This design comes from an exercise in tuning for small area on the open sky130 flow, not from production work.
RTL that was checked went through simulation tests only; none was proved equivalent to the original.
Only the layout flow was run in run 1; the RTL was not checked for function there.
Power figures rest on the tool's default switching activity, not on a simulated workload.

==> design/flow/design.v <==
module calc_keys (
    input  logic [22:0] b,
    output logic        k_on,
    output logic        k_md,        
    output logic        k_sub,
    output logic        k_add,
    output logic        k_eq,
    output logic        k_dot,
    output logic        k_dig,
    output logic [3:0]  kval         
);
    wire above13 = |b[22:14];
    assign k_on  = b[22];
    assign k_md  = !(|b[22:16]) && (b[15] || b[14]);
    assign k_sub = !above13 && b[13];
    assign k_add = !above13 && !b[13] && b[12];
    assign k_eq  = !above13 && !(|b[13:12]) && b[11];
    assign k_dot = !above13 && !(|b[13:11]) && b[10];
    assign k_dig = !above13 && !(|b[13:10]);
    always_comb begin
        kval = 4'd0;
        for (int i = 1; i <= 9; i++)
            if (b[i]) kval = 4'(10 - i);
    end
endmodule
module calc_bcd (
    input  logic [3:0] d,        
    input  logic       p_en,
    input  logic       p_inv,
    input  logic [3:0] q,
    input  logic       cin,
    output logic [3:0] s,
    output logic       co
);
    logic [3:0] p;
    assign p[0] = p_en & (d[0] ^ p_inv);
    assign p[1] = p_en & d[1];
    assign p[2] = p_en & (d[2] ^ (p_inv & d[1]));
    assign p[3] = p_en & (p_inv ? !(d[3] | d[2] | d[1]) : d[3]);
    wire [4:0] t = {1'b0, p} + {1'b0, q} + {4'd0, cin};
    assign co = t[4] | (t[3] & (t[2] | t[1]));
    assign s[0] = t[0];
    assign s[1] = t[1] ^ co;
    assign s[2] = t[2] ^ (co & !t[1]);
    assign s[3] = t[3] ^ (co & (t[2] | t[1]));
endmodule
module calc_disp (
    input  logic [31:0] sig,
    input  logic [2:0]  exp_i,
    input  logic [7:0]  nz,
    input  logic [7:1] ge,
    input  logic [3:0]  rem,
    input  logic [2:0]  cnt,
    output logic [63:0] segs,
    output logic [7:0]  cathode
);
    wire [2:0] nfd = ~exp_i;         
    wire [7:0] m;
    assign m[7] = 1'b1;
    for (genvar i = 0; i < 7; i++) begin : g_m
        assign m[i] = nz[i] | ge[7-i];
    end
    wire [2:0] tz;
    assign tz[0] = !m[0] & (m[1] | (!m[2] & (m[3] | (!m[4] & (m[5] | !m[6])))));
    assign tz[1] = !m[0] & !m[1] & (m[2] | m[3] | (!m[4] & !m[5]));
    assign tz[2] = !m[0] & !m[1] & !m[2] & !m[3];
    wire typing = !rem[3];
    wire [2:0] shamt = typing ? rem[2:0] : tz;
    wire [2:0] dp = nfd - shamt;
    localparam logic [3:0] BLANK = 4'd15;
    wire [31:0] sh1 = {sig[31:16] | {16{shamt[2]}}, sig[15:0] | (sig[31:16] & {16{shamt[2]}})};
    wire [31:0] sh2 = {sh1[31:24] | {8{shamt[1]}},
                       shamt[1] ? sh1[31:16] : sh1[23:8],
                       sh1[7:0] | (sh1[15:8] & {8{shamt[1]}})};
    wire [31:0] sh3 = {sh2[31:28] | {4{shamt[0]}},
                       shamt[0] ? sh2[31:8] : sh2[27:4],
                       sh2[3:0] | (sh2[7:4] & {4{shamt[0]}})};
    function automatic logic [6:0] seg7(input logic [3:0] b);
        case (b)
            4'd0: seg7 = 7'b1111110;
            4'd1: seg7 = 7'b0110000;
            4'd2: seg7 = 7'b1101101;
            4'd3: seg7 = 7'b1111001;
            4'd4: seg7 = 7'b0110011;
            4'd5: seg7 = 7'b1011011;
            4'd6: seg7 = 7'b1011111;
            4'd7: seg7 = 7'b1110000;
            4'd8: seg7 = 7'b1111111;
            4'd9: seg7 = 7'b1111011;
            BLANK: seg7 = 7'b0000000;
            default: seg7 = 7'bxxxxxxx;
        endcase
    endfunction
    always_comb
        for (int i = 0; i < 8; i++)
            segs[8*i +: 8] = {3'(i) == dp, seg7(sh3[4*i +: 4])};
    wire [3:0] cur = sh3[4*cnt +: 4];
    assign cathode = ~{cnt == dp, seg7(cur)};
endmodule
module calculator (
    input   logic           clk_i,
    input   logic           rst_i,
    input   logic [22:0]    buttons_i,
    output  logic [63:0]    display_segments_o,
    output  logic [36:0]    display_o,
    output  logic [7:0]     segments_cathode_o,
    output  logic [7:0]     segments_anode_o
);
logic [2:0]  cnt;            
logic        pnz;            
logic        d_err, d_sign;
logic [2:0]  d_exp;
logic [31:0] d_sig;
logic        u_sign;
logic [2:0]  u_exp;
logic [31:0] u_sig;          
logic [3:0]  rem;            
logic        dot, minus, pend;
logic [3:0]  ph;             
logic        run;            
logic [3:0]  tmp;            
logic        cy;             
localparam logic [3:0] P_IDLE  = 4'd0,
                       P_DIGK = 4'd1,    
                       P_DIGC = 4'd2,    
                       P_CLR  = 4'd3,    
                       P_SWAP = 4'd4,    
                       P_ADD  = 4'd5,    
                       P_COMP = 4'd6,    
                       P_RSH  = 4'd7,    
                       P_LSHW = 4'd8,    
                       P_LSH  = 4'd9,    
                       P_LOCK = 4'd10;   
assign display_o = {d_err, d_sign, d_exp, d_sig};
logic k_on, k_md, k_sub, k_add, k_eq, k_dot, k_dig;
logic [3:0] kval;
calc_keys keys (
    .b(buttons_i), .k_on, .k_md, .k_sub, .k_add, .k_eq, .k_dot, .k_dig, .kval
);
wire any_btn = |buttons_i;
wire idle    = (ph == P_IDLE);
wire pr      = any_btn && !pnz && idle;      
wire pe      = pr && !d_err;                 
wire [3:0] d_out = d_sig[3:0];
wire [3:0] u_out = u_sig[3:0];
wire       sub  = d_sign ^ u_sign;
wire [2:0] dd   = d_exp - u_exp;             
wire       d_lt = d_exp < u_exp;
wire [2:0] cnt_n = cnt + 3'd1;
wire [7:1] ge;
assign ge[1] = |d_exp;
assign ge[2] = d_exp[2] | d_exp[1];
assign ge[3] = d_exp[2] | (d_exp[1] & d_exp[0]);
assign ge[4] = d_exp[2];
assign ge[5] = d_exp[2] & (d_exp[1] | d_exp[0]);
assign ge[6] = d_exp[2] & d_exp[1];
assign ge[7] = &d_exp;
logic [7:0] nz;
always_comb for (int k = 0; k < 8; k++) nz[k] = |d_sig[4*k +: 4];
wire d_zero = ~|nz;
wire is_dig  = (ph == P_DIGK) || (ph == P_DIGC) || (ph == P_CLR);
wire is_clr  = (ph == P_CLR);
wire is_swap = (ph == P_SWAP);
wire is_add  = (ph == P_ADD);
wire is_comp = (ph == P_COMP);
wire is_rsh  = (ph == P_RSH);
wire is_lshw = (ph == P_LSHW);
wire is_lsh  = (ph == P_LSH);
wire lsh_skip = is_lsh && !run && ge[1] && !nz[~cnt];
logic st;            
logic [2:0] fin;     
always_comb begin
    st  = 1'b0;
    fin = 3'd0;
    unique case (ph)
        P_DIGK, P_DIGC, P_CLR, P_SWAP: st = (cnt == 3'd0);
        P_ADD:  begin st = !d_lt && (cnt == dd); fin = dd; end
        P_COMP: begin st = (cnt == dd); fin = dd; end
        P_LSH:  st = !lsh_skip;
        default: ;
    endcase
end
wire rot  = run || st;
wire last = rot && (cnt_n == fin);
logic       p_en, p_inv, q_u, q_t, cin;
always_comb begin
    p_en = 1'b0; p_inv = 1'b0; q_u = 1'b0; q_t = 1'b0; cin = 1'b0;
    unique case (ph)
        P_DIGK, P_DIGC: begin
            if (cnt == rem[2:0]) q_t = 1'b1;
            else p_en = !rem[3] && (rem[2:0] != 3'd7);
        end
        P_SWAP: q_u = 1'b1;
        P_ADD: if (run || !d_lt) begin
            p_en = 1'b1; p_inv = sub; q_u = (cnt >= dd); cin = run ? cy : sub;
        end
        P_COMP: begin p_en = 1'b1; p_inv = 1'b1; cin = run ? cy : 1'b1; end
        P_RSH:  cin = 1'b1;
        P_LSH:  p_en = 1'b1;
        default: ;
    endcase
end
wire [3:0] qd = q_u ? u_out : (q_t ? tmp : 4'd0);
logic [3:0] top_in;
logic       co;
calc_bcd bcd (.d(d_out), .p_en, .p_inv, .q(qd), .cin, .s(top_in), .co);
wire d_shift = rot || (is_add && d_lt) || is_rsh;
logic [3:0] u_in;
always_comb begin
    u_in = u_out;
    if (rot && (ph == P_DIGC || is_swap)) u_in = d_out;
    if (is_clr) u_in = 4'd0;
end
wire newnum = rem[3];
wire e_on   = pr && k_on;
wire e_dig  = pe && k_dig && (rem != 4'd0);
wire e_dot  = pe && k_dot && !dot;
wire e_md   = pe && k_md;
wire e_op   = pe && (k_add || k_sub || k_eq);
wire e_swp  = e_op && pend;                  
wire a_last = is_add && last;
wire exp_clr = is_clr || ((e_dig || e_dot) && newnum);
wire exp_inc = (e_dig && !newnum && !dot) || (is_add && !run && d_lt) || is_rsh;
wire exp_dec = lsh_skip;
wire sgn_clr = exp_clr || (is_lshw && d_zero);
wire sgn_flp = ((e_op && !pend) || e_md) && minus || (a_last && sub && co);
wire u_ld    = (e_dig && pend) || e_swp;
logic [3:0] ph_n;
always_comb begin
    ph_n = ph;
    if (e_on) ph_n = P_CLR;
    if (e_dig) ph_n = pend ? P_DIGC : P_DIGK;
    if (e_dot && newnum) ph_n = P_DIGK;
    if (e_md) ph_n = P_LOCK;
    if (e_swp) ph_n = P_SWAP;
    if (e_op && !pend && k_eq) ph_n = P_ADD;
    if (is_dig && last) ph_n = P_IDLE;
    if (is_swap && last) ph_n = P_ADD;
    if (a_last) ph_n = sub ? (co ? P_LSHW : P_COMP) : (co ? P_RSH : P_LSHW);
    if (is_comp && last) ph_n = P_LSHW;
    if (is_rsh) ph_n = P_IDLE;
    if (is_lshw) ph_n = (ge[1] && !nz[7]) ? ((cnt_n == 3'd0) ? P_LSH : P_LSHW) : P_IDLE;
    if (is_lsh && last) ph_n = P_IDLE;
end
always_ff @(posedge clk_i) begin
    cnt <= rst_i ? 3'd0 : cnt_n;
    pnz <= !rst_i && any_btn;
    u_sig <= {u_in, u_sig[31:4]};
    if (d_shift) d_sig <= {top_in, d_sig[31:4]};
    if (rot) cy <= co;
    if (pr) tmp <= k_dig ? kval : 4'd0;
end
always_ff @(posedge clk_i) begin
    if (rst_i) begin
        ph  <= P_CLR;
        run <= 1'b0;
    end else begin
        ph  <= ph_n;
        run <= rot && !last;
    end
end
always_ff @(posedge clk_i) begin
    if (exp_clr) d_exp <= 3'd0;
    else if (exp_inc) d_exp <= d_exp + 3'd1;
    else if (exp_dec) d_exp <= d_exp - 3'd1;
    else if (e_swp) d_exp <= u_exp;
    if (sgn_clr) d_sign <= 1'b0;
    else if (e_swp) d_sign <= u_sign;
    else if (sgn_flp) d_sign <= !d_sign;
    if (is_clr) d_err <= 1'b0;
    else if (is_rsh && (d_exp == 3'd7)) d_err <= 1'b1;
    if (is_clr) begin
        u_exp <= 3'd0; u_sign <= 1'b0;
    end else if (u_ld) begin
        u_exp <= d_exp; u_sign <= d_sign ^ (e_op && minus);
    end
    if (is_clr || e_op || e_md) rem <= 4'd8;
    else if (e_dig) rem <= newnum ? {kval == 4'd0, {3{kval != 4'd0}}} : rem - 4'd1;
    else if (e_dot && newnum) rem <= 4'd7;
    if (is_clr || e_op) dot <= 1'b0;
    else if (e_dot) dot <= 1'b1;
    if (is_clr) minus <= 1'b0;
    else if (e_op) minus <= k_sub;
    if (is_clr) pend <= 1'b0;
    else if (e_op) pend <= !k_eq;
end
calc_disp disp (
    .sig(d_sig), .exp_i(d_exp), .nz, .ge, .rem, .cnt,
    .segs(display_segments_o), .cathode(segments_cathode_o)
);
always_comb
    for (int i = 0; i < 8; i++)
        segments_anode_o[i] = rst_i || (cnt != 3'(i));
endmodule
==> design/flow/flow/run.sh <==
#!/bin/bash
# Layout flow: the standard flow (standard.sh) with these changes:
#  - synthesis (ORFS's synth.tcl inside the standard flow's synth_recipe.tcl wrapper) skips
#    Yosys's extract_fa step and maps the logic with the area-oriented ABC
#    script flow/area.abc instead of ORFS's ABC script;
#  - input/output ports are buffered with sky130_fd_sc_hd__buf_1 cells;
#  - clock tree synthesis uses sky130_fd_sc_hd__clkbuf_8 buffers and inserts
#    no dummy loads.
# Everything else (floorplan, power grid, placement, CTS, routing, finish)
# is the standard flow.
set -euo pipefail
W=$PWD
sed -e 's/^\(\s*\)extract_fa /\1# extract_fa /' \
    -e 's#^\(\s*\)log_cmd abc {\*}$abc_args#\1log_cmd abc -script '"$W"'/flow/area.abc {*}[lrange $abc_args 2 end]#' \
    "$FLOW_HOME/scripts/synth.tcl" > "$W/synth_area.tcl"
grep -q '# extract_fa ' "$W/synth_area.tcl"
grep -q "log_cmd abc -script $W/flow/area.abc" "$W/synth_area.tcl"
sed "s#source \$::env(SCRIPTS_DIR)/synth.tcl#source $W/synth_area.tcl#" "$W/synth_recipe.tcl" > "$W/synth_recipe_area.tcl"
grep -q "source $W/synth_area.tcl" "$W/synth_recipe_area.tcl"
sed "s#SYNTH_SCRIPT=[^ ]*#SYNTH_SCRIPT=$W/synth_recipe_area.tcl#" "$W/standard.sh" > "$W/standard_area.sh"
grep -q "SYNTH_SCRIPT=$W/synth_recipe_area.tcl" "$W/standard_area.sh"
export BUFFER_PORTS_ARGS="-buffer_cell sky130_fd_sc_hd__buf_1"
export CTS_ARGS="-sink_clustering_enable -repair_clock_nets -buf_list sky130_fd_sc_hd__clkbuf_8 -dont_use_dummy_load"
bash "$W/standard_area.sh" > "$W/flow.log" 2>&1
==> design/flow/flow/area.abc <==
&get -n
&st
&deepsyn -T 20
&dch -f
&nf -a -R 1000
&put
topo
==> design/flow/standard.sh <==
#!/bin/bash
# synth_recipe.tcl (not shown) runs the flow's synth.tcl, then flattens the netlist and writes it again
# the make line also repeats each setting of config.mk as NAME=value (left out here)
make -C /OpenROAD-flow-scripts/flow DESIGN_CONFIG=/design/flow/config.mk WORK_HOME=/design/flow/orfs CLKGATE_MAP_FILE= SYNTH_SCRIPT=/design/flow/synth_recipe.tcl "${@:-finish}"
==> design/flow/config.mk <==
export PLATFORM = sky130hd
export DESIGN_NAME = calculator
export DESIGN_NICKNAME = calculator
export VERILOG_FILES = /design/flow/design.v
export SDC_FILE = /design/flow/constraint.sdc
export NUM_CORES = 4
export LEC_CHECK = 0
export CAP_MARGIN = 20
export CORE_MARGIN = 2
export CORE_UTILIZATION = 40
export CTS_BUF_LIST = sky130_fd_sc_hd__clkbuf_8
export SLEW_MARGIN = 20
==> design/flow/constraint.sdc <==
create_clock -name core_clock -period 10.0 [get_ports {clk_i}]
set_input_delay 2.0000 -clock core_clock [delete_from_list [all_inputs] [get_ports {clk_i}]]
set_output_delay 2.0000 -clock core_clock [all_outputs]
set_load 0.01 [all_outputs]
==> results of run 1 <==
==> worst min-delay path by stage <==
stage / start / endpoint / depth (start not counted)
finish: u_sig[5] / u_sig[1] / 0
CTS: u_sig[5] / u_sig[1] / 0
floorplan: u_sig[4] / u_sig[0] / 0
global placement: u_sig[29] / u_sig[25] / 0
global route: u_sig[5] / u_sig[1] / 0
detailed placement: u_sig[7] / u_sig[3] / 0
==> worst register-to-register path, delay by kind of cell (launching register included) <==
kind            cells  cell delay, ns
compound gates     12            2.66
flops               1            0.74
xor+xnor            3            0.64
mux                 1            0.14
simple gates        7            1.09
==> area by class of cell <==
type                            count  area, um^2  area share
Timing Repair Buffer              146         567      0.0854
Multi-Input combinational cell    597        3400       0.512
Inverter                           19        71.3      0.0107
Clock buffer                        9         124      0.0187
Tap cell                          180         225      0.0339
Sequential cell                    94        2250       0.339
==> flip-flops by register name, summed over array words and instances (netlist names), 3 cells and up <==
| signal | count |
|---|---|
| cnt | 3 |
| ph | 4 |
| u_sig | 32 |
| rem | 4 |
| tmp | 4 |
| d_exp | 3 |
| u_exp | 3 |
| d_sig | 32 |
==> through the flow <==
step | area [um^2] | power, mW | worst slack (ns)
floorplan | 5730 | 0.848 | 3.30
global placement | 6510 | 1.06 | 3.54
detailed placement | 6510 | 1.07 | 3.51
CTS | 6640 | 1.26 | 3.07
global route | 6640 | 1.35 | 2.47
finish | 6640 | 1.26 | 2.97
==> layer usage <==
layer  wire [um]  part of all wire  up-vias  track usage
li1            -                 -     2922            -
met1        8720              0.45     2973        0.343
met2        9100              0.47      263        0.412
met3        1370             0.070       25       0.0444
met4         279             0.014        0       0.0732
met5           0                 0        -            0
==> cell usage in the layout, fill, tap and decap left out, types with 3 or more instances in the layout <==
cell type  instances
a211oi_1           3
a21o_1             9
a21oi_1           64
a221o_1            4
a221oi_1           4
a22o_1            13
a22oi_1           10
a31oi_1            3
and2_0            17
and3_1             9
buf_1            141
buf_4              5
clkbuf_8           9
clkinv_1          19
dfxtp_1           57
edfxtp_1          37
mux2_1             3
mux2i_1           14
nand2_1           89
nand2b_1          20
nand3_1           13
nor2_1           112
nor2b_1           14
nor3_1            26
nor4_1            16
o211ai_1           4
o21a_1             6
o21ai_0           41
o21bai_1           4
o221ai_1           4
o22a_1             9
o22ai_1           12
o31a_1             3
or2_0             10
or3_1              5
xnor2_1           19
xor2_1            10
==> power by group through the flow <==
stage	registers [mW]	clock network (mW)	logic [mW]
finish	0.512	0.197	0.555
global route	0.516	0.215	0.617
detailed placement	0.518	0	0.547
global placement	0.516	0	0.540
floorplan	0.502	0	0.346
CTS	0.510	0.204	0.549
==> kinds of logic after synthesis <==
group,share of synthesized area
adder cells (fa/ha/maj),0.00175
buffers and inverters,0.0151
AO/OA/AOI/OAI,0.236
multiplexers,0.0304
AND/OR/NAND/NOR,0.279
flip-flops,0.393
XOR/XNOR,0.0443
==> run summary, run 1 <==
The period utilization was 0.703. The critical path crosses 15 cells after its start point. Yosys printed 3 warnings. In this run the power density over the cells is 190 nW/um^2.

For the pin with the worst max-slew slack, the measured transition is 0.994 ns. The class of the tightest hold or removal check is reg -> reg. For the clock latency on the worst-skew pair, the log shows 0.37 ns. Measured in cells, the most critical reg-to-reg path has a length of 23.

For the final worst clock skew, the log shows 0.0216 ns. The analysis attributes to net switching a power of 0.553 mW. The most common cell in the synthesized netlist is nor2_1.

The largest total area in the synthesized netlist belongs to dfxtp_1. CTS placed an instance of clkbuf_8 at the clock tree root. The floorplan step defined a die boundary enclosing 15300 um^2. The total count of max-transition violations in the final report came out at 0.

Global routing finished with a remaining overflow of 0. The average cell area after synthesis works out to 8.04 um^2. IR analysis of the VDD net gives a maximum drop of 0.0000631 V. The tools report the internal cell power as 0.711 mW.

The tools report the count of inserted antenna diode cells as 0. The end point of the critical path was segments_cathode_o[3]. The largest individual stage delay along the critical path comes from the cell a21oi_1. The number of nets handed over by synthesis was 737. The logs give 0.393 for the register area share after synthesis and 0.476 for the fraction of the core area covered by cells at the end of the flow. The detailed router's first-iteration violation count was 703; the number of enable-type register cells in the synthesized netlist was 37.

The initial cell density of the core was 0.411. The die height came out at 124 um. For the internal reg-to-reg setup slack, the log shows 4.66 ns.

The run gives 54 as the number of distinct standard cells referenced by the synthesized netlist. Tracing the worst setup path back leads to its startpoint at d_sig[9]. The run gives 0.325 ns as the worst slack on hold paths. Among all flip-flop cells after synthesis, the most frequent one is dfxtp_1. The max-capacitance violation count is 0, and the maximum cell stage delay along the critical path is 0.71 ns.

Switching power share of the total: 0.437. The total of buffers placed on input and output ports works out to 141. The run gives 0 as the cts-stage hold buffer count. The kind of start point of the critical path is a flop.

The final setup violation count was 0. Placed instance count: 1036. The number of placement rows was 43.

Once layout is complete, the cells apart from fillers number 1045. Dividing the detail-routed via count by the number of cells gives 5.92. Setup repair after global routing left no endpoint under its margin.

The worst endpoint required time was 8.00 ns; the synthesis-to-finish area growth was 15.9%. The worst register-to-register path ends at d_sign. The number of post-CTS setup repair buffers was 0. The combinational fraction of design power was 0.439. The share of flip-flops with an asynchronous set or reset was 0. In the synthesized netlist, the cells that appear most often are nor2_1, nand2_1, a21oi_1, dfxtp_1, o21ai_0.

The power share of the sequential group is 0.405. For the hold violation total from the final report, the log shows 0. The cell count after synthesis came out at 712. The first global-routing pass estimated 29.9 mm of wire. For the total routing usage reported by global routing, the log shows 0.252. Clock tree synthesis found a total of 94 sinks. Element type at the critical path end: an output port.

The final layout contains routed wiring with a total length of 19.5 mm. The share of the synthesized area in the top cell type came out at 0.199. The total buffers and inverters traversed by the critical path was 1. The run gives 9 as the number of CTS-inserted buffers. Counting along the longest clock path gives a buffer depth of 2. The tools report the beginning of the worst register-to-register path as d_exp[1].

Traced cell by cell, the critical path runs through nor4_1 -> nand2_1 -> nor3_1 -> nor2_1 -> a21oi_1 -> a21oi_1 -> o21ai_0 -> o22ai_1 -> a221oi_1 -> nor2_1 -> a41oi_1 -> nor2_1 -> o21ai_0 -> nand3_1 -> buf_1. The flow ran to the end and the layout has no timing, DRC or antenna violations. The post-route setup TNS was 0 ns. The area of the mapped netlist was 5730 um^2; the clock transition time at the flip-flop clock pins of the worst setup and hold paths was 0.09 ns.

The final net count is 892. The cell family with the largest share of critical-path delay was compound AO/OA/AOI/OAI gates. For this run, design rule violations remaining after detail routing come to 0.

The category of the most critical setup path was reg -> out. The final estimated routing congestion in global placement is 0.919, and the count of TritonRoute iterations in the first routing pass is 6. Summed over all nets, the half-perimeter wirelength after detailed placement is 15.0 mm. Along the worst path, the maximum fanout reaches 12. After synthesis the netlist holds a flip-flop and latch count of 94.

Share of power burned in the clock network: 0.156. Leakage dissipation: 2.38 nW. The run gives 33 as the largest net degree at the start of global routing.

Across all layers, the routed design uses 6183 vias. Ranked by total cell area, the synthesized netlist is headed by dfxtp_1, edfxtp_1, nor2_1, nand2_1, a21oi_1. The logs give 0 for the number of antenna violations at the first check in global routing and 1395 for the number of inserted filler cells in the final layout. The proportion of layout cells with a drive suffix above 1 is 0.0185, and the deepest level of the CTS H-tree is 3. The most numerous cell type found on the critical path is nor2_1. The logs give 13900 um^2 for the core outline area and 0 for the number of gates given a new drive strength after cts. The arrival time at the worst endpoint was 5.03 ns.

The tools report the residual antenna-violating net count after detailed routing as 0. The mean routed wirelength per cell works out to 18.6 um. The tools report the peak clock frequency supported by timing as 142 MHz.

The via count of the first global-routing pass is 5739. The worst relative slew slack is 0.335. TritonCTS built the clock tree. The shortest period the worst path allows was 7.03 ns; the width of the die was 124 um. Number of top-level design ports: 142.
==> run 2: changes to the inputs <==
--- a/design/flow/design.v
+++ b/design/flow/design.v
@@ -247,7 +247,7 @@
     pnz <= !rst_i && any_btn;
     u_sig <= {u_in, u_sig[31:4]};
     if (d_shift) d_sig <= {top_in, d_sig[31:4]};
-    if (rot) cy <= co;
+    cy <= co;
     if (pr) tmp <= k_dig ? kval : 4'd0;
 end
 always_ff @(posedge clk_i) begin
==> run summary, run 2 <==
STA classifies the critical path startpoint as a flop. After filler insertion, the fill cell instance count of the layout stands at 1438. The detailed router placed 6150 vias in this run. The number of CTS-inserted buffers was 9. By area the synthesized netlist is led by dfxtp_1, edfxtp_1, nor2_1, nand2_1, a21oi_1. The logs give 5680 um^2 for the area of the mapped netlist and 0 for the number of antenna violations at the first check in global routing.

The tools report the number of gates given a new drive strength after cts as 0. The post-detailed-route DRC marker count is 0. The tools report the cts-stage hold buffer count as 0. The setup path with the least slack is of type reg -> out. The worst-case setup slack after placement is 3.14 ns.

The logs give 0.395 for the register area share after synthesis and 33 for the largest net degree at the start of global routing. Via count of the first global-routing pass: 5426. In this run the cell area measured after placement is 6460 um^2.

The power share of the sequential group was 0.418. Measured along the y axis, the die boundary spans 123 um. Across the routed clock network, the largest skew measured is 0.0228 ns. The first global-routing pass estimated 28.6 mm of wire. The proportion of layout cells with a drive suffix above 1 came out at 0.0158. Static timing analysis puts the maximum clock frequency at 136 MHz. The count of synthesis-stage warnings from yosys was 3; the worst relative slew slack was 0.283.

The clock latency on the worst-skew pair was 0.38 ns. The number of top-level design ports came out at 142. The share of flip-flops with an asynchronous set or reset was 0; the maximum vdd ir drop was 0.000120 V. The worst slack on hold paths is 0.318 ns, and the share of the synthesized area in the top cell type is 0.204. The power density of the placed cells was 181 nW/um^2; the number of clock sinks seen by CTS was 94. The period utilization works out to 0.736. In the final timing run, aggregate negative setup slack is 0 ns. Using the TritonRoute via totals, the vias-per-cell ratio works out to 5.76.

The final setup violation count came out at 0. After synthesis, the most frequently instantiated cells are nor2_1, nand2_1, a21oi_1, dfxtp_1, o21ai_0. Average cell area after synthesis: 7.74 um^2.

The run gives 3 as the deepest level of the CTS H-tree. Clock transition time at the flip-flop clock pins of the worst setup and hold paths: 0.08 ns. In the post-synthesis netlist, the cell with the most instances is nor2_1. Dividing the detail-routed wire length by the instance count gives 17.2 um.

Leaving out fill and tap cells, the most frequent cell in the layout is buf_1. In this run the core area contains 43 standard-cell rows. For this design the static power due to leakage is 2.31 nW. The number of nets handed over by synthesis was 759. Across the run, the number of max-cap violations was 0.

In this run the worst hold path is classified as reg -> reg. The largest registers in the layout are d_sig: 32 flops, u_sig: 32 flops. For the hold violation total from the final report, the log shows 0. For the total routing usage reported by global routing, the log shows 0.246.

The cell sitting at the root of the clock tree is a clkbuf_8. The synthesis-to-finish area growth was 15.9%. For the number of distinct standard cells referenced by the synthesized netlist, the log shows 49. The repair_antennas step left the layout with diodes totalling 0. The run gives 0.409 as the initial cell density of the core. The cell type with the largest total area after synthesis was dfxtp_1. The first detailed-routing pass took 5 iterations. In this run, synthesis produced a sequential element count of 94. The worst setup path is captured at an output port. The final HPWL from detailed placement was 14.0 mm. In this run the tool buffered the top-level ports with 141 buffer cells.

The combinational fraction of design power was 0.416; the number of standard cells after synthesis was 734. At the worst endpoint, the required time is 8.00 ns. The detailed router finished its first iteration with 488 violations. For the total count of max-transition violations in the final report, the log shows 0. Among all flip-flop cells after synthesis, the most frequent one is dfxtp_1. At the end of routability-driven placement, the weighted congestion stood at 0.897. The register area was 2240 um^2; the transition time at the pin with the least slew margin was 1.05 ns. The shortest period the worst path allows came out at 7.36 ns.

TritonCTS built the clock tree. Setup repair after global routing left no endpoint under its margin. The run finished with no timing, DRC or antenna violations. The library cells used most frequently in the layout, excluding fill and tap cells, are buf_1, nor2_1, nand2_1, a21oi_1, dfxtp_1. The logs give 15200 um^2 for the die area and 0 for the number of post-CTS setup repair buffers. Of all nets on the critical path, the largest fanout is 21. The final net count was 914. The worst path meets setup with 2.64 ns of slack. Measured along the x axis, the die boundary spans 123 um.

The area of the multi-input gates is 3340 um^2, and the deepest clock path buffer count is 2. The residual antenna-violating net count after detailed routing was 0; the switching power was 0.509 mW. Global routing finished with a remaining overflow of 0.

Yosys mapped a number of flops with a built-in enable equal to 36. The internal cell power is 0.683 mW, and the final wirelength is 18.4 mm. The floorplan step defined a core boundary enclosing 13900 um^2. The share of power burned in the clock network came out at 0.166. At the worst endpoint, the arrival time is 5.36 ns. With fillers left out, the area of the finished cells amounts to 6580 um^2.

The switching power share of the total was 0.427.
run 2: layout make-up:
| type | instances | area share |
|---|---|---|
| clock buffer | 9 | 0.0188 |
| inverter | 24 | 0.0137 |
| sequential | 94 | 0.341 |
| multi-input combinational | 614 | 0.507 |
| tap | 180 | 0.0342 |
| timing repair buffer | 146 | 0.0861 |
run 2: power groups by stage:
stage               combinational, mW  sequential, mW  clock [mW]
detailed placement              0.492           0.504           0
finish                          0.495           0.498       0.197
global route                    0.557           0.501       0.222
floorplan                       0.313           0.489           0
CTS                             0.494           0.495       0.205
global placement                0.494           0.503           0
run 2: final timing paths:
| kind | from | endpoint | slack (ns) | cells after the start |
|---|---|---|---|---|
| max | d_sig[17] | segments_cathode_o[5] | 2.64 | 21 |
| min | u_sig[6] | u_sig[2] | 0.32 | 0 |
| max reg2reg | d_exp[1] | ph[3] | 4.46 | 21 |
| min reg2reg | u_sig[6] | u_sig[2] | 0.32 | 0 |
run 2: worst max-delay path, stage by stage, from the launching register on:
cell and delay, ns:
edfxtp_1 0.55, or4_1 0.61, or3_1 0.37, a21oi_1 0.16, o21ai_0 0.09, a211o_1 0.34
a21boi_1 0.13, buf_4 0.23, nor2_1 0.33, nand2_1 0.20, o22a_1 0.32, a221oi_1 0.34
a21oi_1 0.13, nand3b_1 0.24, nor2_1 0.16, a22oi_1 0.11, nand2_1 0.10, or2_0 0.13
nand3_1 0.14, nand3_1 0.12, nand2_1 0.05, buf_1 0.12
run 2: cell families (layout without fill, tap and decap cells):
| kind of cell | Yosys count | after routing | synth area share |
|---|---|---|---|
| AOI/OAI and AO/OA | 226 | 226 | 0.256 |
| xor gates and xnor gates | 24 | 24 | 0.0370 |
| buffers and inverters | 26 | 179 | 0.0185 |
| DFF | 94 | 94 | 0.395 |
| muxes | 6 | 6 | 0.0106 |
| and+or+nand+nor | 358 | 358 | 0.283 |
run 2: layer usage:
layer,GRT usage,vias up,part of all wire
met2,0.389,251,0.46
met5,0,-,0
met1,0.337,2851,0.44
met3,0.0452,35,0.078
met4,0.0866,0,0.021
li1,-,3013,-
run 2: per-stage QoR:
step	total power, mW	std cells	utilization
global placement	0.997	1058	0.465
detailed placement	0.996	1058	0.465
finish	1.19	1067	0.474
floorplan	0.802	734	-
global route	1.28	1067	0.474
CTS	1.19	1067	0.474
==> run 3: changes to the inputs <==
==> design/flow/flow/run.sh (replaced) <==
#!/bin/bash
# Layout flow: the standard flow (standard.sh) with these changes:
#  - synthesis (ORFS's synth.tcl inside the standard flow's synth_recipe.tcl wrapper) skips
#    Yosys's extract_fa step and maps the logic with area-oriented ABC scripts
#    (flow/area_s*.abc, which differ only in the random seed of &deepsyn),
#    keeping the mapping with the smallest cell area (flow/abc_best.tcl);
#  - input/output ports are buffered with sky130_fd_sc_hd__buf_1 cells;
#  - clock tree synthesis uses sky130_fd_sc_hd__clkbuf_8 buffers and inserts
#    no dummy loads.
# Everything else (floorplan, power grid, placement, routing, finish) is
# the standard flow.
set -euo pipefail
W=$PWD
sed -e 's/^\(\s*\)extract_fa /\1# extract_fa /' \
    -e 's#^\(\s*\)log_cmd abc {\*}$abc_args#\1source '"$W"'/flow/abc_best.tcl\n\1abc_best [lsort [glob '"$W"'/flow/area_s*.abc]] $lib_args [lrange $abc_args 2 end]#' \
    "$FLOW_HOME/scripts/synth.tcl" > "$W/synth_area.tcl"
grep -q '# extract_fa ' "$W/synth_area.tcl"
grep -q "abc_best \[lsort" "$W/synth_area.tcl"
sed "s#source \$::env(SCRIPTS_DIR)/synth.tcl#source $W/synth_area.tcl#" "$W/synth_recipe.tcl" > "$W/synth_recipe_area.tcl"
grep -q "source $W/synth_area.tcl" "$W/synth_recipe_area.tcl"
sed "s#SYNTH_SCRIPT=[^ ]*#SYNTH_SCRIPT=$W/synth_recipe_area.tcl#" "$W/standard.sh" > "$W/standard_area.sh"
grep -q "SYNTH_SCRIPT=$W/synth_recipe_area.tcl" "$W/standard_area.sh"
export BUFFER_PORTS_ARGS="-buffer_cell sky130_fd_sc_hd__buf_1"
export CTS_ARGS="-sink_clustering_enable -repair_clock_nets -buf_list sky130_fd_sc_hd__clkbuf_8 -dont_use_dummy_load"
bash "$W/standard_area.sh" > "$W/flow.log" 2>&1
==> design/flow/flow/abc_best.tcl (new file) <==
# Map the logic with each ABC script in abc_scripts and keep the mapping
# with the smallest cell area.
proc abc_best {abc_scripts lib_args other_args} {
  design -save abc_best_pre
  set best_area -1
  set best_script ""
  foreach script $abc_scripts {
    design -load abc_best_pre
    log_cmd abc -script $script {*}$other_args
    set st [tee -q -s result.string stat {*}$lib_args]
    if {![regexp {Chip area for module '[^']*': ([0-9.]+)} $st -> area]} {
      error "abc_best: no area reported for $script"
    }
    puts "abc_best: $script area $area"
    if {$best_area < 0 || $area < $best_area} {
      set best_area $area
      set best_script $script
      design -save abc_best_keep
    }
  }
  design -load abc_best_keep
  puts "abc_best: kept $best_script area $best_area"
}
==> design/flow/flow/area_s0.abc (new file) <==
&get -n
&st
&deepsyn -T 10 -S 0
&dch -f
&nf -a -R 1000
&put
topo
==> design/flow/flow/area_s1.abc (new file) <==
&get -n
&st
&deepsyn -T 10 -S 1
&dch -f
&nf -a -R 1000
&put
topo
==> design/flow/flow/area_s2.abc (new file) <==
&get -n
&st
&deepsyn -T 10 -S 2
&dch -f
&nf -a -R 1000
&put
topo
==> design/flow/flow/area_s3.abc (new file) <==
&get -n
&st
&deepsyn -T 10 -S 3
&dch -f
&nf -a -R 1000
&put
topo
==> design/flow/flow/area_s4.abc (new file) <==
&get -n
&st
&deepsyn -T 10 -S 4
&dch -f
&nf -a -R 1000
&put
topo
==> design/flow/flow/area_s5.abc (new file) <==
&get -n
&st
&deepsyn -T 10 -S 5
&dch -f
&nf -a -R 1000
&put
topo
==> design/flow/flow/area_s6.abc (new file) <==
&get -n
&st
&deepsyn -T 10 -S 6
&dch -f
&nf -a -R 1000
&put
topo
==> design/flow/flow/area_s7.abc (new file) <==
&get -n
&st
&deepsyn -T 10 -S 7
&dch -f
&nf -a -R 1000
&put
topo
removed: design/flow/flow/area.abc
==> run summary, run 3 <==
The run finished with no timing, DRC or antenna violations. The run gives 0.356 as the worst relative slew slack. The clock transition time at the flip-flop clock pins of the worst setup and hold paths is 0.10 ns, and the number of distinct standard cells referenced by the synthesized netlist is 48. The via count of the first global-routing pass is 5263. The tools report the die area as 14900 um^2. Routability-driven placement finished with a final weighted congestion of 0.913. The worst-case setup slack after placement was 3.40 ns; the overall via count from detail_route was 5984.

The synthesized design contains 94 register bits. The shortest period the worst path allows was 7.10 ns; the fraction of the core area covered by cells at the end of the flow was 0.473. The post-route setup TNS is 0 ns.

Summed over all layers, the global routing overflow is 0. The layer flagged by global routing as most heavily used is met2. The proportion of layout cells with a drive suffix above 1 is 0.0190, and the number of inserted filler cells in the final layout is 1402. Residual antenna-violating net count after detailed routing: 0.

The number of standard cells after synthesis is 690, and the width of the die is 122 um. The worst setup path is launched from a flop. For the final database, setup skew stands at 0.0321 ns. After detailed routing, the number of remaining DRC violations is 0.

Input and output buffers added on the ports amount to 141. The hold violation total from the final report was 0. The period utilization works out to 0.710. The commonest cells after synthesis are nor2_1, nand2_1, a21oi_1, dfxtp_1, o21ai_0. The first global-routing pass estimated 26.9 mm of wire. The core outline area was 13800 um^2. Post-CTS repair changed the size of 0 cells. The tools report the total count of max-transition violations in the final report as 0. The deepest level of the CTS H-tree is 3, and the leakage dissipation is 2.24 nW.

The logs give 0 for the number of post-CTS setup repair buffers and 0 for the max-capacitance violation count. Setup slack on the critical path of the routed design comes to 2.90 ns. The repair_antennas step left the layout with diodes totalling 0. For the global routing met3 resource utilization, the log shows 0.0435. The top cell types in the final layout, fill and taps aside, are buf_1, nor2_1, nand2_1, a21oi_1, dfxtp_1. The cell type with the largest total area after synthesis is dfxtp_1. Once layout is complete, the cells apart from fillers number 1023. The logs give 1014 for the placed instance count and 715 for the post-synthesis net count.

The largest fanout of any net on the critical path works out to 13. The beginning of the worst register-to-register path is d_exp[1]. Number of cells on the worst reg-to-reg path: 21.

In this run, CTS created clock tree buffers numbering 9. The run gives 0 as the number of antenna violations at the first check in global routing. The logs give 0.37 ns for the clock latency on the worst-skew pair and 0.406 for the initial cell density of the core. The share of flip-flops with an asynchronous set or reset works out to 0. For this block, the initial DRC count from the detailed router was 572. The mean routed wirelength per cell came out at 17.1 um. The deepest clock path buffer count was 2.

Class of the tightest hold or removal check: reg -> reg. Destination of the worst register-to-register timing path: d_sign. Averaged over all synthesized cells, the footprint is 8.10 um^2. The run gives 0.320 as the global-route track usage on met1. The largest registers in the layout are d_sig: 32 flops, u_sig: 32 flops. Total routing usage reported by global routing: 0.228. Leaving out fill and tap cells, the most frequent cell in the layout is buf_1.

The clock net in this run drives a total of 94 sinks. The logs give 0.401 for the register area share after synthesis and 3 for the count of synthesis-stage warnings from yosys. For the worst setup path, the data required time is 8.00 ns. In this run, post-CTS hold repair placed 0 buffers.

Setup violations remaining at the end of the flow were counted as 0. The number of placement rows was 43; the maximum vdd ir drop was 0.0000640 V. The transition time at the pin with the least slew margin is 0.964 ns, and the synthesis-to-finish area growth is 16.5%. Setup repair after global routing left no endpoint under its margin. The element type at the critical path end was an output port.

The run gives 17.5 mm as the final wirelength. For the arrival time at the worst endpoint, the log shows 5.10 ns. In this run the worst setup path terminates at segments_cathode_o[5]. The largest net degree at the start of global routing is 49. The die is 122 um tall.

The share of the synthesized area in the top cell type is 0.208, and the ratio of routed vias to standard cells is 5.85. The clock root buffer is clkbuf_8. The met2 track demand over resource is 0.359, and the number of enable-type register cells in the synthesized netlist is 36. Yosys instantiated no cell more often than nor2_1. The area of the mapped netlist was 5590 um^2. In the final design database the tool counted 870 nets.

The critical path starts at d_sig[1]. Number of top-level design ports: 142. The internal reg-to-reg setup slack was 3.94 ns. Power density of the placed cells: 203 nW/um^2. By area the synthesized netlist is led by dfxtp_1, edfxtp_1, nor2_1, a21oi_1, nand2_1. TritonCTS built the clock tree.

The count of TritonRoute iterations in the first routing pass was 5; the peak clock frequency supported by timing was 141 MHz. Prevailing post-synth register cell: dfxtp_1. The critical path is of the reg -> out type. For the final HPWL from detailed placement, the log shows 13.3 mm.
==> run 3: cell type report <==
class | count | area (um^2) | area share
multi-input combinational | 569 | 3260 | 0.500
inverter | 25 | 93.8 | 0.0144
sequential | 94 | 2240 | 0.344
timing repair buffer | 146 | 567 | 0.0871
tap | 180 | 225 | 0.0346
clock buffer | 9 | 124 | 0.0190
==> run 3: layer usage <==
layer | routed length [um] | vias up | part of all wire
met5 | 0 | - | 0
met3 | 1230 | 31 | 0.070
met1 | 8030 | 2827 | 0.46
met4 | 290 | 0 | 0.017
met2 | 7960 | 262 | 0.45
li1 | - | 2864 | -
==> run 3: worst max-delay path, stage by stage (launching register included) <==
cell and delay, ns:
edfxtp_1 0.51, nor4_1 0.56, nand2_1 0.22, nor2_1 0.21
nand2_1 0.08, o21ai_1 0.47, buf_4 0.32, clkinv_1 0.10
nand2_1 0.18, or2_0 0.27, o22a_1 0.36, a22o_1 0.20
a221oi_1 0.05, a21oi_1 0.37, or2_0 0.22, a21oi_1 0.08
o21ai_0 0.11, nand2_1 0.10, o21ai_0 0.17, buf_1 0.17
==> run 3: worst min-delay path by stage <==
stage,cells past startpoint,to,from,slack [ns]
after global placement,0,u_sig[17],u_sig[21],0.31
final,0,u_sig[16],u_sig[20],0.32
after global routing,0,u_sig[16],u_sig[20],0.32
after floorplan,0,u_sig[0],u_sig[4],0.31
after CTS,0,u_sig[16],u_sig[20],0.31
after detailed placement,0,u_sig[21],u_sig[25],0.31
==> run 3: through the flow <==
| step | hold slack (ns) | instance area [um^2] | power, mW |
|---|---|---|---|
| after floorplan | 0.310 | 5590 | 0.900 |
| after global placement | 0.312 | 6390 | 1.11 |
| after detailed placement | 0.312 | 6390 | 1.13 |
| after CTS | 0.311 | 6510 | 1.32 |
| after global routing | 0.324 | 6510 | 1.42 |
| final | 0.315 | 6510 | 1.32 |
==> run 3: cells by family after synthesis <==
group | synth area share
muxes | 0.0367
and+or+nand+nor | 0.255
DFF | 0.401
AOI/OAI and AO/OA | 0.245
xor gates and xnor gates | 0.0392
buffers and inverters | 0.0195
adders and majority gates | 0.00358
==> run 3: where the power goes <==
part	switching [mW]	internal [mW]	total [mW]
Clock	0.112	0.0807	0.193
Combinational	0.403	0.199	0.602
Sequential	0.0737	0.453	0.527
Total	0.588	0.733	1.32
==> run 4: changes to the inputs <==
--- a/design/flow/config.mk
+++ b/design/flow/config.mk
@@ -7,6 +7,6 @@
 export LEC_CHECK = 0
 export CAP_MARGIN = 20
 export CORE_MARGIN = 2
-export CORE_UTILIZATION = 40
+export CORE_UTILIZATION = 55
 export CTS_BUF_LIST = sky130_fd_sc_hd__clkbuf_8
 export SLEW_MARGIN = 20
==> run summary, run 4 <==
The die height is 105 um, and the worst relative slew slack is 0.339. Mux contribution to synthesized area: 0.0367. The number of nets handed over by synthesis was 715. The critical path in this run is classified as reg -> out. The mean routed wirelength per cell came out at 17.2 um. The wire-length estimate of the detail-placed layout is 12.7 mm. The routed layout has 6005 vias.

In the synthesized netlist the dominant register cell turns out to be dfxtp_1. Leaving out fill and tap cells, the most frequent cell in the layout is buf_1. The internal reg-to-reg setup slack is 3.85 ns. The via count of the first global-routing pass is 5359. The class of the tightest hold or removal check is reg -> reg. The tool flagged a number of max-cap violations equal to 0. The flow ran to the end and the layout has no timing, DRC or antenna violations.

Between clock sinks in the finished design, the worst skew comes to 0.0290 ns. The share of the synthesized area in the top cell type works out to 0.208. Final estimated routing congestion in global placement: 0.920. The logs give 0 for the final setup violation count and 0 for the number of post-CTS setup repair buffers. After floorplanning, the core was divided into 36 placement rows. By instance count, the leading cell after synthesis is nor2_1. Once the clock tree was built, the resizer swapped 0 gates to a different size. Yosys mapped a number of flops with a built-in enable equal to 36. The share of synthesized cell area in full adder, half adder and majority cells is 0.00358, and the peak clock frequency supported by timing is 141 MHz. The clock latency on the worst-skew pair was 0.37 ns. The tools report the clock root buffer as clkbuf_8.

Area fraction in compound gates after synthesis: 0.245. On the final layout, the worst hold slack is 0.318 ns. The tools report the total routing usage reported by global routing as 0.305. The cell count of the worst hold path came out at 0.

Clock-pin slew was measured on the worst setup and hold paths at 0.10 ns. In this run, the number of DRC markers left after iteration 0 of detailed routing was 598. The tools report the destination of the worst register-to-register timing path as d_sign. For the initial cell density of the core, the log shows 0.569. The worst setup path is captured at an output port. Pin placement for this block handled 142 I/O pins. The period utilization was 0.707. The run gives 16.8 mm as the final wirelength.

The synthesized-area fraction occupied by and/or/nand/nor cells was 0.255. For this run, the detailed router's first-pass iteration total came to 6. The run gives 3 as the count of synthesis-stage warnings from yosys. Summing internal, switching and leakage power gives 1.32 mW. The number of antenna diodes in the final layout is 0. The kind of start point of the critical path was a flop.

The hold violation total from the final report was 0; the number of distinct standard cells referenced by the synthesized netlist was 48. The leakage dissipation was 2.23 nW; the count of state elements after synthesis was 94. The largest registers in the layout are d_sig: 32 flops, u_sig: 32 flops. The cell type with the largest total area after synthesis was dfxtp_1. The logs give 27.0 mm for the wire length of the first global-routing pass and 0 for the total count of max-transition violations in the final report. The ratio of routed vias to standard cells is 6.16. The transition time at the pin with the least slew margin is 0.990 ns, and the cts-stage hold buffer count is 0.

After routing, the total negative slack on setup checks comes to 0 ns. The endpoint of the worst hold-timing path was u_sig[18]. After layout, the minimum clock period comes to 7.07 ns.

Counting the buffers created by CTS gives 9. The tools report the number of standard cells after synthesis as 690. For the worst setup path, the data required time is 8.00 ns. The number of clock sinks seen by CTS was 94; the largest fanout of any net on the critical path was 31.

The tools report the core outline area as 9820 um^2. The die is 105 um wide. The floorplan step defined a die boundary enclosing 11000 um^2. The power density of the placed cells works out to 205 nW/um^2. The fraction of synthesized cell area in xor and xnor cells works out to 0.0392. The startpoint of the worst hold path was u_sig[22].

Compared with the post-synthesis result, the final layout area differs by 15.5%. For this run, design rule violations remaining after detail routing come to 0. Setup repair after global routing left no endpoint under its margin. The remaining global-route overflow came out at 0. The proportion of layout cells with a drive suffix above 1 is 0.0190, and the share of flip-flops with an asynchronous set or reset is 0. For the maximum vdd ir drop, the log shows 0.000143 V. For the residual antenna-violating net count after detailed routing, the log shows 0. The final net count is 869, and the number of cells on the worst reg-to-reg path is 21. By area the synthesized netlist is led by dfxtp_1, edfxtp_1, nor2_1, a21oi_1, nand2_1.

The dominant combinational cell family by area after synthesis is simple AND/OR/NAND/NOR gates. The worst register-to-register path begins at d_exp[1]. In this run the tool buffered the top-level ports with 141 buffer cells. The run gives 2 as the deepest clock path buffer count. Entering global routing, the biggest net connects 49 pins. The number of antenna violations at the first check in global routing came out at 0. Leaving out fill and tap cells, the most frequent cells in the layout are buf_1, nor2_1, nand2_1, a21oi_1, dfxtp_1.

At the worst endpoint, the arrival time is 5.07 ns. The average cell area after synthesis is 8.10 um^2. The area of the mapped netlist came out at 5590 um^2. For the register area share after synthesis, the log shows 0.401. Sorting the synthesized cells by how often they occur yields nor2_1, nand2_1, a21oi_1, dfxtp_1, o21ai_0. The H-tree was split into 3 levels. TritonCTS built the clock tree.
[run 4: cell counts after synthesis]
Identical to the previous run, type by type.
[run 4: worst max path at each step]
stage,startpoint,end,cells past startpoint
finish,d_sig[13],segments_cathode_o[2],20
floorplan,d_sig[25],segments_cathode_o[2],17
CTS,d_sig[13],segments_cathode_o[2],20
global placement,d_sig[25],segments_cathode_o[2],19
detailed placement,d_sig[13],segments_cathode_o[2],20
global route,d_sig[13],segments_cathode_o[2],20
[run 4: routing by layer]
| metal | part of all wire | global-route usage | vias to the layer above |
|---|---|---|---|
| met5 | 0 | 0 | - |
| met4 | 0.018 | 0.0886 | 0 |
| met3 | 0.098 | 0.0661 | 35 |
| met2 | 0.45 | 0.472 | 304 |
| met1 | 0.43 | 0.431 | 2804 |
| li1 | - | - | 2862 |
[run 4: critical path, cell delays in order, from the launching register on]
cell and delay [ns]:
edfxtp_1 0.49, nor4_1 0.73, and3_1 0.30, nand2_1 0.07
a21oi_2 0.12, buf_4 0.31, or2_0 0.39, nor2_1 0.07
a21oi_1 0.18, nor2_1 0.06, a21oi_1 0.21, clkinv_1 0.19
a22oi_1 0.22, a21oi_1 0.11, a21oi_1 0.39, or2_0 0.23
a21oi_1 0.08, o21ai_0 0.11, nand2_1 0.10, or2_0 0.20
buf_1 0.13
[run 4: cell type report]
| class | instances | area, um^2 |
|---|---|---|
| inverters | 25 | 93.8 |
| multi-input cells | 569 | 3260 |
| clock buffers | 9 | 124 |
| flip-flops and latches | 94 | 2240 |
| repair buffers | 145 | 559 |
| well taps | 133 | 166 |
| fillers | 873 | 3370 |
[run 4: cells by family (layout without fill, tap and decap cells)]
family | Yosys count | in the layout
AO/OA/AOI/OAI | 216 | 216
XOR/XNOR | 25 | 25
adder cells (fa/ha/maj) | 2 | 2
buffers and inverters | 27 | 179
flip-flops | 94 | 94
multiplexers | 20 | 20
AND/OR/NAND/NOR | 306 | 306
[run 4: where the power goes]
group	internal (mW)	switching, mW
registers	0.453	0.0725
logic	0.199	0.402
clock network	0.0808	0.114
[run 4: per-stage QoR]
stage / utilization / cell area, um^2 / worst slack, ns / std cells
final: 0.657 / 6450 / 2.93 / 975
after detailed placement: 0.644 / 6320 / 3.47 / 966
after floorplan: - / 5590 / 0.891 / 690
after CTS: 0.656 / 6440 / 3.06 / 975
after global routing: 0.657 / 6450 / 2.61 / 975
after global placement: 0.644 / 6320 / 3.71 / 966
==> run 5: changes to the inputs <==
--- a/design/flow/flow/run.sh
+++ b/design/flow/flow/run.sh
@@ -21,5 +21,5 @@
 sed "s#SYNTH_SCRIPT=[^ ]*#SYNTH_SCRIPT=$W/synth_recipe_area.tcl#" "$W/standard.sh" > "$W/standard_area.sh"
 grep -q "SYNTH_SCRIPT=$W/synth_recipe_area.tcl" "$W/standard_area.sh"
 export BUFFER_PORTS_ARGS="-buffer_cell sky130_fd_sc_hd__buf_1"
-export CTS_ARGS="-sink_clustering_enable -repair_clock_nets -buf_list sky130_fd_sc_hd__clkbuf_8 -dont_use_dummy_load"
+export CTS_ARGS="-sink_clustering_enable -repair_clock_nets -buf_list {sky130_fd_sc_hd__clkbuf_4 sky130_fd_sc_hd__clkbuf_8} -dont_use_dummy_load"
 bash "$W/standard_area.sh" > "$W/flow.log" 2>&1
--- a/design/flow/config.mk
+++ b/design/flow/config.mk
@@ -7,6 +7,6 @@
 export LEC_CHECK = 0
 export CAP_MARGIN = 20
 export CORE_MARGIN = 2
-export CORE_UTILIZATION = 55
+export CORE_UTILIZATION = 40
 export CTS_BUF_LIST = sky130_fd_sc_hd__clkbuf_8
 export SLEW_MARGIN = 20
==> run summary, run 5 <==
Yosys mapped the design onto 48 distinct sky130hd cell types. In this run the power density over the cells is 203 nW/um^2. TritonCTS built the clock tree.

The global routing met3 resource utilization came out at 0.0435. The placed instances occupy a cell area of 6390 um^2. STA classifies the critical path endpoint as an output port. TritonCTS created 9 clock buffers.

Post-CTS repair changed the size of 0 cells. Routability-driven placement finished with a final weighted congestion of 0.913. For the overall via count from detail_route, the log shows 5984. Synthesis produced a netlist with a net count of 715. The worst setup path is launched from a flop.

For the met2 track demand over resource, the log shows 0.359. The count of nets left with antenna violations once routing finished came out at 0. The clock root buffer was clkbuf_8. The class of the tightest hold or removal check is reg -> reg.

The final setup violation count is 0. The commonest cells after synthesis are nor2_1, nand2_1, a21oi_1, dfxtp_1, o21ai_0. Destination of the worst register-to-register timing path: d_sign.

For this run, the detailed router's first-pass iteration total came to 5. Relative to the synthesized area, the layout overhead comes to 16.5%. Based on the critical path, the design can be clocked at up to 141 MHz. For the number of clock sinks seen by CTS, the log shows 94.

The wire length of the first global-routing pass is 26.9 mm, and the number of enable-type register cells in the synthesized netlist is 36. Data on the critical path is required at its endpoint by 8.00 ns. The largest net degree at the start of global routing was 49; the total count of max-transition violations in the final report was 0.

The routed design has 17.5 mm of wire. Final net count: 870. The total overflow left after global routing is 0.

The share of flip-flops with an asynchronous set or reset is 0. In the final layout, the registers with the most flip-flops are d_sig: 32 flops, u_sig: 32 flops. The register area was 2240 um^2. For the deepest level of the CTS H-tree, the log shows 3.

The floorplan has 43 rows. The worst hold path was traced through 0 stages. Fill cells in the final layout number 1402. Final hold analysis gives a worst-case slack of 0.315 ns.

At the worst endpoint, the arrival time is 5.10 ns. The largest total area in the synthesized netlist belongs to dfxtp_1. Startpoint of the worst hold path: u_sig[20]. The worst setup path is of the reg -> out kind. The largest fanout of any net on the critical path works out to 13. For this run, the number of Yosys warnings is 3. The die height came out at 122 um.

For this block, the initial DRC count from the detailed router was 572. The wire-length estimate of the detail-placed layout is 13.3 mm. The count of state elements after synthesis is 94, and the number of cells on the worst reg-to-reg path is 21. The average cell area after synthesis came out at 8.10 um^2. The top cell types in the final layout, fill and taps aside, are buf_1, nor2_1, nand2_1, a21oi_1, dfxtp_1. After floorplanning, the core was sized to cover 13800 um^2. From left edge to right edge, the die measures 122 um. For the final database, setup skew stands at 0.0321 ns.

For the post-route setup TNS, the log shows 0 ns. The cts-stage hold buffer count came out at 0. Setup repair after global routing left no endpoint under its margin. Using the TritonRoute via totals, the vias-per-cell ratio works out to 5.85. The proportion of layout cells with a drive suffix above 1 is 0.0190. Clock latency on the worst-skew pair: 0.37 ns. The register area share after synthesis was 0.401. For the number of antenna violations at the first check in global routing, the log shows 0.

For the number of top-level design ports, the log shows 142. Once placement completed, the tool counted placed cells totaling 1014. The tools report the number of standard cells after synthesis as 690. The tools report the global-route track usage on met1 as 0.320. In the post-synthesis netlist, the cell with the most instances is nor2_1.

The maximum vdd ir drop is 0.0000640 V. After detailed routing, the average wire length per cell comes to 17.1 um. The run gives 0.406 as the initial cell density of the core. For the max-capacitance violation count, the log shows 0.

In this run the critical register-to-register path is launched from d_exp[1]. The hold violation total from the final report is 0. The worst relative slew slack was 0.356; the clock transition time at the flip-flop clock pins of the worst setup and hold paths was 0.10 ns. In the post-synthesis netlist, the biggest area contributors are dfxtp_1, edfxtp_1, nor2_1, a21oi_1, nand2_1.

The shortest period the worst path allows came out at 7.10 ns. The number of setup buffers added after CTS is 0. met2 is the most crowded layer.

Total routing usage reported by global routing: 0.228. The area of the multi-input gates is 3260 um^2. In this run the register-to-register setup slack is 3.94 ns.

The run gives 5263 as the via count of the first global-routing pass. The transition time at the pin with the least slew margin was 0.964 ns; the total of buffers placed on input and output ports was 141. Prevailing post-synth register cell: dfxtp_1. The run finished with no timing, DRC or antenna violations. The period utilization works out to 0.710. The number of antenna diodes in the final layout is 0. For the final design instance area without fill, the log shows 6510 um^2. The logs give 5590 um^2 for the area of the mapped netlist and 2 for the deepest clock path buffer count.

The analysis attributes to cell leakage a power of 2.24 nW. Leaving out fill and tap cells, the most frequent cell in the layout is buf_1. The tools report the die area as 14900 um^2. The run gives 0.473 as the fraction of the core area covered by cells at the end of the flow. The finished layout holds 1023 standard cells, fillers aside. The share of the synthesized area in the top cell type is 0.208. The run gives 0 as the post-detailed-route DRC marker count.

For hold timing, the worst endpoint is u_sig[16].
run 5: cell count changes in the layout (fill, tap and decap cells not counted), sizes merged:
cell,before,now
buf,145,146
run 5: layout make-up:
cell class / count / area share
Multi-Input combinational cell: 569 / 0.500
Sequential cell: 94 / 0.344
Timing Repair Buffer: 146 / 0.0871
Tap cell: 180 / 0.0346
Clock buffer: 9 / 0.0190
Inverter: 25 / 0.0144
run 5: logic make-up after synthesis:
kind of cell    Yosys count  synth area share
mux                      20            0.0367
compound gates          216             0.245
buf+inv                  27            0.0195
simple gates            306             0.255
xor+xnor                 25            0.0392
flops                    94             0.401
fa+ha+maj                 2           0.00358
run 5: worst max-delay path by stage:
stage / to / slack [ns] / from / cells past startpoint
detailed placement: segments_cathode_o[5] / 3.40 / d_sig[24] / 19
CTS: segments_cathode_o[5] / 3.01 / d_sig[24] / 19
finish: segments_cathode_o[5] / 2.90 / d_sig[1] / 19
floorplan: segments_cathode_o[2] / 0.89 / d_sig[25] / 17
global route: segments_cathode_o[5] / 2.40 / d_sig[5] / 19
global placement: segments_cathode_o[2] / 3.52 / d_sig[24] / 19
run 5: stage by stage:
step	power [mW]	setup WS, ns
finish	1.32	2.90
global route	1.42	2.40
CTS	1.32	3.01
detailed placement	1.13	3.40
global placement	1.11	3.52
floorplan	0.900	0.891
run 5: metal layers:
metal / up-vias / routed length (um)
met4: 0 / 290
met3: 31 / 1230
met2: 262 / 7960
met1: 2827 / 8030
li1: 2864 / -
met5: - / 0
run 5: critical path, stage by stage (launching register included):
cell      delay (ns)
edfxtp_1        0.51
nor4_1          0.56
nand2_1         0.22
nor2_1          0.21
nand2_1         0.08
o21ai_1         0.47
buf_4           0.32
clkinv_1        0.10
nand2_1         0.18
or2_0           0.27
o22a_1          0.36
a22o_1          0.20
a221oi_1        0.05
a21oi_1         0.37
or2_0           0.22
a21oi_1         0.08
o21ai_0         0.11
nand2_1         0.10
o21ai_0         0.17
buf_1           0.17
run 5: report_power, final:
group | total, mW | internal [mW] | switching [mW]
sequential | 0.527 | 0.453 | 0.0737
combinational | 0.602 | 0.199 | 0.403
clock | 0.193 | 0.0807 | 0.112
==> run 6: changes to the inputs <==
--- a/design/flow/flow/run.sh
+++ b/design/flow/flow/run.sh
@@ -21,5 +21,5 @@
 sed "s#SYNTH_SCRIPT=[^ ]*#SYNTH_SCRIPT=$W/synth_recipe_area.tcl#" "$W/standard.sh" > "$W/standard_area.sh"
 grep -q "SYNTH_SCRIPT=$W/synth_recipe_area.tcl" "$W/standard_area.sh"
 export BUFFER_PORTS_ARGS="-buffer_cell sky130_fd_sc_hd__buf_1"
-export CTS_ARGS="-sink_clustering_enable -repair_clock_nets -buf_list {sky130_fd_sc_hd__clkbuf_4 sky130_fd_sc_hd__clkbuf_8} -dont_use_dummy_load"
+export CTS_ARGS="-sink_clustering_enable -repair_clock_nets -buf_list sky130_fd_sc_hd__clkbuf_8 -dont_use_dummy_load"
 bash "$W/standard_area.sh" > "$W/flow.log" 2>&1
==> design/flow/flow/area_s0.abc (replaced) <==
&get -n
&st
&deepsyn -T 20 -S 0
&dch -f
&nf -a -R 1000
&put
topo
==> design/flow/flow/area_s1.abc (replaced) <==
&get -n
&st
&deepsyn -T 20 -S 1
&dch -f
&nf -a -R 1000
&put
topo
==> design/flow/flow/area_s2.abc (replaced) <==
&get -n
&st
&deepsyn -T 20 -S 2
&dch -f
&nf -a -R 1000
&put
topo
==> design/flow/flow/area_s3.abc (replaced) <==
&get -n
&st
&deepsyn -T 20 -S 3
&dch -f
&nf -a -R 1000
&put
topo
removed: design/flow/flow/area_s4.abc
removed: design/flow/flow/area_s5.abc
removed: design/flow/flow/area_s6.abc
removed: design/flow/flow/area_s7.abc
==> run summary, run 6 <==
For the worst relative slew slack, the log shows 0.317. The internal reg-to-reg setup slack is 4.11 ns, and the total of buffers placed on input and output ports is 141. The worst register-to-register path begins at cnt[1]. In this run, post-CTS repair resized a total of 0 instances. Synthesis handed over a netlist of 703 instances.

The number of clock buffers added by TritonCTS is 9. The period utilization is 0.735, and the number of placement rows is 43. For the number of antenna violations at the first check in global routing, the log shows 0.

The tools report the element type at the critical path end as an output port. Setup violations remaining at the end of the flow were counted as 0. By area the synthesized netlist is led by dfxtp_1, edfxtp_1, a21oi_1, nor2_1, nand2_1.

In this run the deepest clock path goes through 2 buffers. The logs give 5.35 ns for the arrival time at the worst endpoint and 3260 um^2 for the area of the multi-input gates. Sorting the synthesized cells by how often they occur yields nor2_1, nand2_1, a21oi_1, dfxtp_1, o21ai_0. The synthesized netlist occupies a cell area of 5610 um^2. The final worst clock skew is 0.0288 ns, and the detailed router's first-iteration violation count is 579. The share of flip-flops with an asynchronous set or reset is 0. Wires add up to 18.6 mm. The detailed router put a total of 7.91 mm of wire on met1.

Counting cells, the worst reg-to-reg path comes to 21. After detailed routing, no signal wire sits above met4. The synthesized netlist contains 53 unique library cells. For the count of TritonRoute iterations in the first routing pass, the log shows 5. Compared with the post-synthesis result, the final layout area differs by 16.1%. After detailed routing, the average wire length per cell comes to 17.9 um.

The total count of max-transition violations in the final report is 0, and the initial cell density of the core is 0.407. The shortest period the worst path allows was 7.35 ns. The tools report the cts-stage hold buffer count as 0.

The core outline area came out at 13800 um^2. The register area came out at 2240 um^2. In the final layout, the registers with the most flip-flops are d_sig: 32 flops, u_sig: 32 flops. The cell count of the worst hold path came out at 0. Post-detailed-route DRC marker count: 0. The total routing usage reported by global routing is 0.243. The path class of the tightest hold or removal check is reg -> reg. For the worst-skew pair, the clock arrives at the later sink with an insertion delay of 0.37 ns.

The proportion of layout cells with a drive suffix above 1 came out at 0.0164. Summed over all failing endpoints, the final setup total negative slack is 0 ns. After filler insertion, the fill cell instance count of the layout stands at 1421. The synthesized design contains 36 enable-type register cells. Leaving out fill and tap cells, the most frequent cells in the layout are buf_1, nor2_1, nand2_1, a21oi_1, dfxtp_1.

The final layout contains 883 nets. The max-capacitance violation count is 0. Among all flip-flop cells after synthesis, the most frequent one is dfxtp_1.

The floorplan step defined a die boundary enclosing 15000 um^2. After global routing the overflow that remains totals 0. The endpoint of the worst hold-timing path was u_sig[7]. Entering global routing, the biggest net connects 34 pins. The run gives 1.47 mm as the sum of met3 wire segment lengths after detailed routing. The startpoint identified for the worst hold timing path is u_sig[11]. Die height: 122 um. The average instance in the mapped netlist occupies 7.98 um^2. The die is 122 um wide.

In this run the post-CTS setup repair buffer count came out at 0. For the worst endpoint required time, the log shows 8.00 ns. For the wire length of the first global-routing pass, the log shows 28.2 mm. The tools report the clock root buffer as clkbuf_8. Clock-pin slew was measured on the worst setup and hold paths at 0.09 ns.

The most frequent standard cell in the layout excluding fill and tap cells was buf_1. The ratio of routed vias to standard cells was 5.91; the met2 wire length was 8.76 mm. Of all nets on the critical path, the largest fanout is 18. The run finished with no timing, DRC or antenna violations.

dfxtp_1 takes more of the synthesized area than any other cell. VDD sags by at most 0.0000652 V. Setup repair after global routing left no endpoint under its margin.

When the netlist entered floorplanning its net count stood at 728. Most common cell in the synthesized netlist: nor2_1. Pin placement for this block handled 142 I/O pins. The category of the most critical setup path is reg -> out.

Synthesis inferred 94 register bits. The via count of the first global-routing pass was 5491; the leakage dissipation was 2.26 nW. The register area share after synthesis is 0.400, and the number of clock sinks seen by CTS is 94.

The share of the synthesized area in the top cell type came out at 0.207. The endpoint identified for the worst register-to-register timing path is ph[1]. The overall via count from detail_route was 6120; the deepest level of the CTS H-tree was 3. The residual antenna-violating net count after detailed routing was 0; the hold violation total from the final report was 0.

For this run, the number of Yosys warnings is 3. TritonCTS built the clock tree. 0 antenna diodes ended up in the layout. The power density of the placed cells was 183 nW/um^2; the final estimated routing congestion in global placement was 0.927.

The tools report the peak clock frequency supported by timing as 136 MHz. The worst setup path is launched from a flop. Once detailed placement completed, the half-perimeter wirelength came to 14.2 mm. The design draws 1.19 mW. The transition time at the pin with the least slew margin came out at 1.01 ns.
-- run 6: through the flow --
stage | hold WS [ns] | worst slack (ns) | utilization | cells | area, um^2
floorplan | 0.310 | 3.45 | - | 703 | 5610
global placement | 0.311 | 3.34 | 0.464 | 1027 | 6390
detailed placement | 0.312 | 3.15 | 0.464 | 1027 | 6390
CTS | 0.324 | 2.75 | 0.473 | 1036 | 6510
global route | 0.333 | 2.15 | 0.473 | 1036 | 6510
finish | 0.325 | 2.65 | 0.473 | 1036 | 6510
-- run 6: layer usage --
layer,vias to the layer above,global-route usage
li1,2904,-
met1,2923,0.320
met2,254,0.402
met3,39,0.0520
met4,0,0.0704
met5,-,0
-- run 6: cell type report --
class	instances	share of cell area
multi-input combinational	582	0.501
sequential	94	0.344
timing repair buffer	146	0.0870
tap	180	0.0346
clock buffer	9	0.0190
inverter	25	0.0144
-- run 6: how the worst max path moves through the flow --
stage	endpoint	startpoint	depth (start not counted)	slack, ns
after detailed placement	segments_cathode_o[2]	d_sig[17]	20	3.15
after floorplan	segments_cathode_o[2]	d_sig[25]	18	3.45
final	segments_cathode_o[2]	d_sig[24]	20	2.65
after CTS	segments_cathode_o[2]	d_sig[17]	20	2.75
after global placement	segments_cathode_o[2]	d_sig[24]	20	3.34
after global routing	segments_cathode_o[2]	d_sig[17]	21	2.15
-- run 6: critical path: stages, from the launching register on --
cell and delay (ns):
edfxtp_1 0.59, or4_1 0.69, a21boi_0 0.20, o21ai_0 0.09
o21ai_0 0.10, a221oi_1 0.10, nor3_1 0.28, clkinv_1 0.15
a21oi_1 0.16, buf_4 0.27, nand3_1 0.18, o22ai_1 0.48
a21oi_1 0.16, a31oi_1 0.48, clkinv_1 0.13, nor2_1 0.18
nand2_1 0.12, a21oi_1 0.19, or2_0 0.15, nand2b_1 0.11
buf_1 0.16
-- run 6: kinds of logic (layout without fill, tap and decap cells) --
group,after synthesis,in the layout,synth area share
flip-flops,94,94,0.400
AO/OA/AOI/OAI,232,232,0.256
multiplexers,11,11,0.0198
AND/OR/NAND/NOR,309,309,0.258
adder cells (fa/ha/maj),1,1,0.00178
XOR/XNOR,29,29,0.0453
buffers and inverters,27,180,0.0194
-- run 6: power by group --
part / switching, mW / internal (mW) / total [mW]
combinational: 0.335 / 0.166 / 0.501
clock: 0.118 / 0.0808 / 0.198
sequential: 0.0557 / 0.434 / 0.490
total: 0.508 / 0.681 / 1.19

## port drivers added, routing unchanged
No port has a modelled driver above. Below, the same layouts with a new extraction and two added sets of constraints.
Step 1 (the two cells are an assumption about what drives the block):
set clk [get_ports {clk_i}]
set_driving_cell -lib_cell sky130_fd_sc_hd__clkbuf_16 $clk
set_driving_cell -lib_cell sky130_fd_sc_hd__buf_2 [delete_from_list [all_inputs] $clk]
Step 2 moves the port delays by t, midway between the first and last clock arrival at a register: inputs arrive t later, outputs are due t later. That takes back most of the time a late clock gives input paths.
Slacks: ideal / step 1 / step 2; pairs: ideal / step 1.
run	shift t [ns]	setup WS [ns]	worst setup path after step 2	slew at the worst register clock pin (ns)	worst data-port slew with drivers (ns)
run 1	0.394	2.968 / 2.932 / 3.326	register to output	0.09 / 0.09	0.04
run 2	0.405	2.642 / 2.607 / 3.012	register to output	0.09 / 0.09	0.04
run 3	0.387	2.900 / 2.865 / 3.252	register to output	0.10 / 0.10	0.04
run 4	0.385	2.933 / 2.900 / 3.285	register to output	0.10 / 0.10	0.03
run 5	0.387	2.900 / 2.865 / 3.252	register to output	0.10 / 0.10	0.04
run 6	0.395	2.647 / 2.610 / 3.005	register to output	0.09 / 0.09	0.04
After both steps setup and hold are still met in every run listed.
